This design comes from an exercise in tuning for small area, a short achievable clock period and few clock cycles per item on the open sky130 flow, not from production work.
Function was checked by simulation only, so behaviour that the tests miss may differ from the original.

Setup of wip/indigo:
// dot_product
module dot_product #(
  parameter ADDR_WIDTH = 5,
  parameter WIDTH = 32
) (
  input clk,
  input rst,
  input [ADDR_WIDTH:0] len,
  input [WIDTH-1:0] a_data,
  input a_valid,
  output reg a_ready,
  input [WIDTH-1:0] b_data,
  input b_valid,
  output reg b_ready,
  output [WIDTH-1:0] c_data,
  output reg c_valid,
  input c_ready
);
Size in the first run: roughly 240 flip-flops, roughly 110 I/O pins, about 20000 µm² of cells after synthesis.
export LEC_CHECK = 0
export CAP_MARGIN = 20
export CORE_MARGIN = 2
export CORE_UTILIZATION = 40
export PLACE_DENSITY = 0.6
export SLEW_MARGIN = 20
create_clock -name core_clock -period 10.0 [get_ports {clk}]
standard.sh (not shown) runs the stock make flow with config.mk's settings and CLKGATE_MAP_FILE= SYNTH_SCRIPT=/design/flow/synth_recipe.tcl, a recipe that flattens the netlist after the stock synthesis.
==> flow/flow/run.sh <==
#!/bin/bash
# Own layout flow: the standard layout (standard synthesis, floorplan,
# placement, CTS, routing) run through standard.sh, with extra make settings
# read from flow/make_args.txt (one VAR=value per line). They set how hard
# timing repair works (a setup slack margin, so that repair keeps shortening
# the critical paths after the 10 ns clock is met) and which buffer cell
# buffers the ports. The design's clock and I/O constraints are unchanged.
# make's full output goes to flow_make.log here; each ORFS step also keeps
# its own log under orfs/logs/.
set -euo pipefail
cd "$(dirname "$0")/.."
args=()
while IFS= read -r line || [[ -n "$line" ]]; do
  [[ -z "$line" || "$line" == \#* ]] && continue
  args+=("$line")
done < flow/make_args.txt
bash standard.sh "${args[@]}" finish > flow_make.log 2>&1
==> flow/flow/make_args.txt <==
SETUP_SLACK_MARGIN=6.3
BUFFER_PORTS_ARGS=-buffer_cell sky130_fd_sc_hd__buf_2
Testbench counts of wip/indigo, summed over its fixed seeds: cycles 10,109, items 512.
### wip/indigo -> wip/quartz
==> flow/flow/make_args.txt <==
SETUP_SLACK_MARGIN=6.6
BUFFER_PORTS_ARGS=-buffer_cell sky130_fd_sc_hd__buf_2
==> comparison <==
In the flow results for wip/quartz and wip/indigo, the non-clock buffering overhead in the final layout is smaller on wip/indigo. From wip/quartz to wip/indigo, netlist area before placement did not move at all. In wip/quartz relative to wip/indigo, number of non-clock buffers in the layout had gone up by more than a quarter. For the clock skew, wip/quartz came in 0.0036 ns lower than wip/indigo did. On setup slack, the higher figure sits with wip/quartz, not wip/indigo. On global-route usage: wip/quartz sits above wip/indigo. Compared with wip/indigo, wip/quartz supports a higher clock frequency.
Input-level comparison between wip/violet and wip/quartz:
==> flow/flow/make_args.txt <==
SETUP_SLACK_MARGIN=6.9
BUFFER_PORTS_ARGS=-buffer_cell sky130_fd_sc_hd__buf_2
[summary]
Going from wip/quartz to wip/violet, actual slew at the worst max-slew pin climbed 0.12 ns; routed wire length climbed about 8%.
wip/violet against wip/quartz: post-cts sizing count increased by 560% relative to the old numbers, smallest hold slack decreased by 0.0097 ns relative to the old numbers.
The run showing the greater number of buffers added for setup after CTS is wip/violet.
Edits applied to the flow inputs when going from wip/violet to wip/maple:
==> flow/flow/make_args.txt <==
SETUP_SLACK_MARGIN=6.45
BUFFER_PORTS_ARGS=-buffer_cell sky130_fd_sc_hd__buf_2
==> comparison <==
Across wip/violet and wip/maple, the outcome is the same: a clean finish for every run. Per the comparison of wip/maple with wip/violet, hold slack up 0.0097 ns; slew at the pin closest to its max-slew limit down 0.13 ns; ratio of final minimum period to clock period flat.

========
run 1:
Another version of the RTL of dot_product (not shown whole).
Size in the first run: about 2100 cells after synthesis, about 240 flip-flops, about 20000 um^2 of cells after synthesis.
clock: 10.0 ns
lec_check: 0
cap_margin: 20
core_margin: 2
core_utilization: 40
place_density: 0.6
slew_margin: 20
==> flow/flow/make_args.txt <==
SETUP_SLACK_MARGIN=6.75
BUFFER_PORTS_ARGS=-buffer_cell sky130_fd_sc_hd__buf_2
Scripts as last shown in full above: flow/flow/run.sh
Testbench counts of run 1, summed over its fixed seeds: cycles 10,109, items 512.
> inputs changed (run 1 -> run 2)
Settings: CTS_CLUSTER_SIZE: unset -> 20; CTS_CLUSTER_DIAMETER: unset -> 80.
==> flow/flow/make_args.txt <==
SETUP_SLACK_MARGIN=6.6
BUFFER_PORTS_ARGS=-buffer_cell sky130_fd_sc_hd__buf_2
Notes after the runs:
Cmp run 1 and run 2 / final critical-path required period / lower: run 1. Relative to run 1, fmax decreased by about 2.5% in run 2. What run 1 reported for cell area has to be multiplied by 0.941 to get the figure for run 2.
What run 3 does differently from run 2 at the input level:
Settings: CTS_CLUSTER_SIZE removed (was 20); CTS_CLUSTER_DIAMETER removed (was 80); CAP_MARGIN changed from 20 to 5; SLEW_MARGIN changed from 20 to 5.
==> flow/flow/make_args.txt <==
SETUP_SLACK_MARGIN=6.65
BUFFER_PORTS_ARGS=-buffer_cell sky130_fd_sc_hd__buf_2
==> comparison <==
- Run 3 vs run 2, instance count: run 3 higher
- Looking at routed via count divided by cell count, run 3 sits 0.021 lower than run 2 does.

========
## job 7173
dot_product, a different RTL version from the one above (not shown whole).
For scale: roughly 1800 cells after synthesis, ~240 flip-flops, ~110 I/O pins, roughly 19000 um2 of cells after synthesis.
Design dot_product, start of the top module:
module dot_product #(
  parameter ADDR_WIDTH = 5,
  parameter WIDTH = 32
) (
  input clk,
  input rst,
  input [ADDR_WIDTH:0] len,
  input [WIDTH-1:0] a_data,
  input a_valid,
  output reg a_ready,
  input [WIDTH-1:0] b_data,
  input b_valid,
  output reg b_ready,
  output [WIDTH-1:0] c_data,
  output reg c_valid,
  input c_ready
);
==> flow/config.mk <==
export PLATFORM = sky130hd
export DESIGN_NAME = dot_product
export DESIGN_NICKNAME = dot_product
export VERILOG_FILES = /design/flow/design.v
export SDC_FILE = /design/flow/constraint.sdc
export NUM_CORES = 4
export LEC_CHECK = 0
export CAP_MARGIN = 20
export CORE_MARGIN = 2
export CORE_UTILIZATION = 55
export PLACE_DENSITY = 0.7
export SLEW_MARGIN = 20
==> flow/constraint.sdc <==
create_clock -name core_clock -period 10.0 [get_ports {clk}]
set_input_delay 2.0000 -clock core_clock [delete_from_list [all_inputs] [get_ports {clk}]]
set_output_delay 2.0000 -clock core_clock [all_outputs]
set_load 0.01 [all_outputs]
==> flow/flow/make_args.txt <==
SETUP_SLACK_MARGIN=6.6
BUFFER_PORTS_ARGS=-buffer_cell sky130_fd_sc_hd__buf_2
Scripts as last shown in full above: flow/flow/run.sh
No stage failed in job 7173, and the final checks on the layout all came back clean.
Testbench counts of job 7173, summed over its fixed seeds: cycles 10,109, items 512.
Input changes introduced in job 727 (baseline for comparison: job 7173):
diff --git a/flow/config.mk b/flow/config.mk
--- a/flow/config.mk
+++ b/flow/config.mk
@@ -8,5 +8,5 @@
 export CAP_MARGIN = 20
 export CORE_MARGIN = 2
-export CORE_UTILIZATION = 55
-export PLACE_DENSITY = 0.7
+export CORE_UTILIZATION = 40
+export PLACE_DENSITY = 0.6
 export SLEW_MARGIN = 20
Findings:
Of the two candidates, job 7173 has the worse hold slack and job 727 the better one. Changes observed in job 727 relative to job 7173: met3 layer wire length in the routed design shrank by about 26%, post-route standard cell area excluding fillers shrank by 150 um2. The capture point of the worst path comes out acc[19] in one run and m_29_2 in the other, namely in job 727 and job 7173 respectively. Per the comparison of job 727 with job 7173, length of routed wiring on met1 shows an increase of 4.4%, overall global routing resource usage shows a reduction of 8.9 points, die area shows an increase of 13000 um2, post-route minimum period shows an increase of 0.0068 ns. Via count, job 727 and job 7173: smaller value in job 727.
## Diff of input files: job 2979 against job 727
==> flow/flow/make_args.txt <==
SETUP_SLACK_MARGIN=6.8
BUFFER_PORTS_ARGS=-buffer_cell sky130_fd_sc_hd__buf_2
Diff job 727 and job 2979: global placement routability congestion lower in job 2979
Setup slack in job 2979 is larger than in job 727.
Diff job 727 -> job 2979: hold slack higher; mean area per synthesized cell has remained practically unchanged; post-CTS setup-driven buffer insertion count moved up; utilization after layout went up by 2.4 points; total stage count of the critical path saw an increase.
Job 2979: PASS, flow complete, no timing, DRC or antenna violations
The inputs of job 2124 differ from those of job 2979 as listed below.
==> flow/flow/run.sh <==
#!/bin/bash
# Own layout flow: the standard layout (standard synthesis, floorplan,
# placement, CTS, routing) with the timing repair steps aiming at a setup
# slack margin below the clock period, so that repair keeps shortening the
# critical paths instead of stopping once the 10 ns clock is met.
# The design's clock and I/O constraints are used unchanged.
set -euo pipefail
cd "$(dirname "$0")/.."
MARGIN=$(cat flow/margin.txt)
bash standard.sh SETUP_SLACK_MARGIN="$MARGIN" finish > flow_make.log 2>&1
==> flow/flow/margin.txt (new file) <==
7.0
diff --git a/flow/config.mk b/flow/config.mk
--- a/flow/config.mk
+++ b/flow/config.mk
@@ -9,4 +9,6 @@
 export CORE_MARGIN = 2
 export CORE_UTILIZATION = 40
+export CTS_CLUSTER_DIAMETER = 100
+export CTS_CLUSTER_SIZE = 30
 export PLACE_DENSITY = 0.6
 export SLEW_MARGIN = 20
removed: flow/flow/make_args.txt
Notes after the runs:
Diff job 2979 -> job 2124: buffers inserted during post-CTS setup optimization increased by 50 relative to the old numbers; worst hold slack increased by 0.013 ns relative to the old numbers; delay contributed by the slowest stage of the critical path decreased by 0.05 ns relative to the old numbers.
Job 2979 vs job 2124, standard cell with the maximum stage delay on the critical path: fa_2 vs fa_1
Fraction of area in registers in job 2124 is 0.63 points below job 2979.
Minimum setup slack in the final design ends up higher on job 2124.
For job 5980, these inputs were changed with respect to job 2124:
==> flow/flow/run.sh <==
#!/bin/bash
# Own layout flow: the standard layout (standard synthesis, floorplan,
# placement, CTS, routing) run through standard.sh, with extra make settings
# read from flow/make_args.txt (one VAR=value per line). They set how hard
# timing repair works (a setup slack margin, so that repair keeps shortening
# the critical paths after the 10 ns clock is met) and which buffer cell
# buffers the ports. The design's clock and I/O constraints are unchanged.
# make's full output goes to flow_make.log here; each ORFS step also keeps
# its own log under orfs/logs/.
set -euo pipefail
cd "$(dirname "$0")/.."
args=()
while IFS= read -r line || [[ -n "$line" ]]; do
  [[ -z "$line" || "$line" == \#* ]] && continue
  args+=("$line")
done < flow/make_args.txt
bash standard.sh "${args[@]}" finish > flow_make.log 2>&1
==> flow/flow/make_args.txt (new file) <==
SETUP_SLACK_MARGIN=6.0
BUFFER_PORTS_ARGS=-buffer_cell sky130_fd_sc_hd__buf_2
diff --git a/flow/config.mk b/flow/config.mk
--- a/flow/config.mk
+++ b/flow/config.mk
@@ -9,6 +9,4 @@
 export CORE_MARGIN = 2
 export CORE_UTILIZATION = 40
-export CTS_CLUSTER_DIAMETER = 100
-export CTS_CLUSTER_SIZE = 30
 export PLACE_DENSITY = 0.6
 export SLEW_MARGIN = 20
removed: flow/flow/margin.txt
--- outcome ---
Job 5980 went all the way through the flow, and no timing, DRC or antenna check failed.
Job 2124 reports its commonest non-fill, non-tap cell in the layout as xnor2_1 while job 5980 reports a22oi_1.
Job 5980 vs. job 2124: fmax went down by 9.4%, number of clock sinks was more or less identical, count of clock-buffer cells in the layout went up by 21.
Job 5980 vs job 2124: number of buffers inserted by post-CTS setup repair down
Delta (job 5980 minus job 2124): area occupied by registers held steady, wire length decreased about 12%.
Combined global-route utilization of all metal layers in job 5980 vs job 2124: down 2.6 points
What job 7917 does differently from job 5980 at the input level:
==> flow/flow/run.sh <==
#!/bin/bash
# Own layout flow: the standard layout (standard synthesis, floorplan,
# placement, CTS, routing) with the timing repair steps aiming at a setup
# slack margin below the clock period, so that repair keeps shortening the
# critical paths instead of stopping once the 10 ns clock is met.
# The design's clock and I/O constraints are used unchanged.
set -euo pipefail
cd "$(dirname "$0")/.."
MARGIN=$(cat flow/margin.txt)
bash standard.sh SETUP_SLACK_MARGIN="$MARGIN" finish > flow_make.log 2>&1
==> flow/flow/margin.txt (new file) <==
6.6
removed: flow/flow/make_args.txt
## What came out
Taking job 5980 as the reference, in job 7917 area of all placed cells without fillers climbed about 12%; post-route worst hold slack climbed 0.0035 ns; setup slack climbed 0.33 ns.
The run showing the smaller wire length of the first global-routing pass is job 5980.

## static timing again, ports no longer ideal
No port has a modelled driver above. Below, the same layouts with a new extraction and two added sets of constraints.
Step 1: set_driving_cell puts a clkbuf_16 on clk and a buf_2 on each other input, an assumption about the parent block.
Step 2 also shifts input and output timing later by t, the mid clock arrival at the registers, as if the neighbouring blocks saw the same clock.
Three values: ideal ports, drivers, drivers and shift; two values: the first two.
run | t, ns | setup slack, ns | worst setup path at the end
wip/indigo | 0.627 | 6.430 / 6.430 / 6.272 | input to register
wip/quartz | 0.622 | 6.642 / 6.642 / 6.261 | input to register
wip/violet | 0.611 | 6.579 / 6.579 / 6.334 | input to register
wip/maple | 0.620 | 6.569 / 6.569 / 6.268 | input to register
run 1 | 0.619 | 6.742 / 6.742 / 6.582 | input to register
run 2 | 0.585 | 6.658 / 6.658 / 6.564 | input to register
run 3 | 0.622 | 6.726 / 6.726 / 6.486 | input to register
job 7173 | 0.604 | 6.473 / 6.473 / 6.473 | register to register
job 727 | 0.621 | 6.466 / 6.466 / 6.466 | register to register
job 2979 | 0.617 | 6.520 / 6.520 / 6.520 | register to register
job 2124 | 0.554 | 6.528 / 6.528 / 6.528 | register to register
job 5980 | 0.621 | 6.167 / 6.167 / 6.167 | register to register
job 7917 | 0.625 | 6.501 / 6.501 / 6.501 | register to register
After both steps setup and hold are still met in every run listed. For wip/quartz, which loses most, drivers alone change the setup slack by 0.000 ns; drivers and shift together by -0.381 ns.
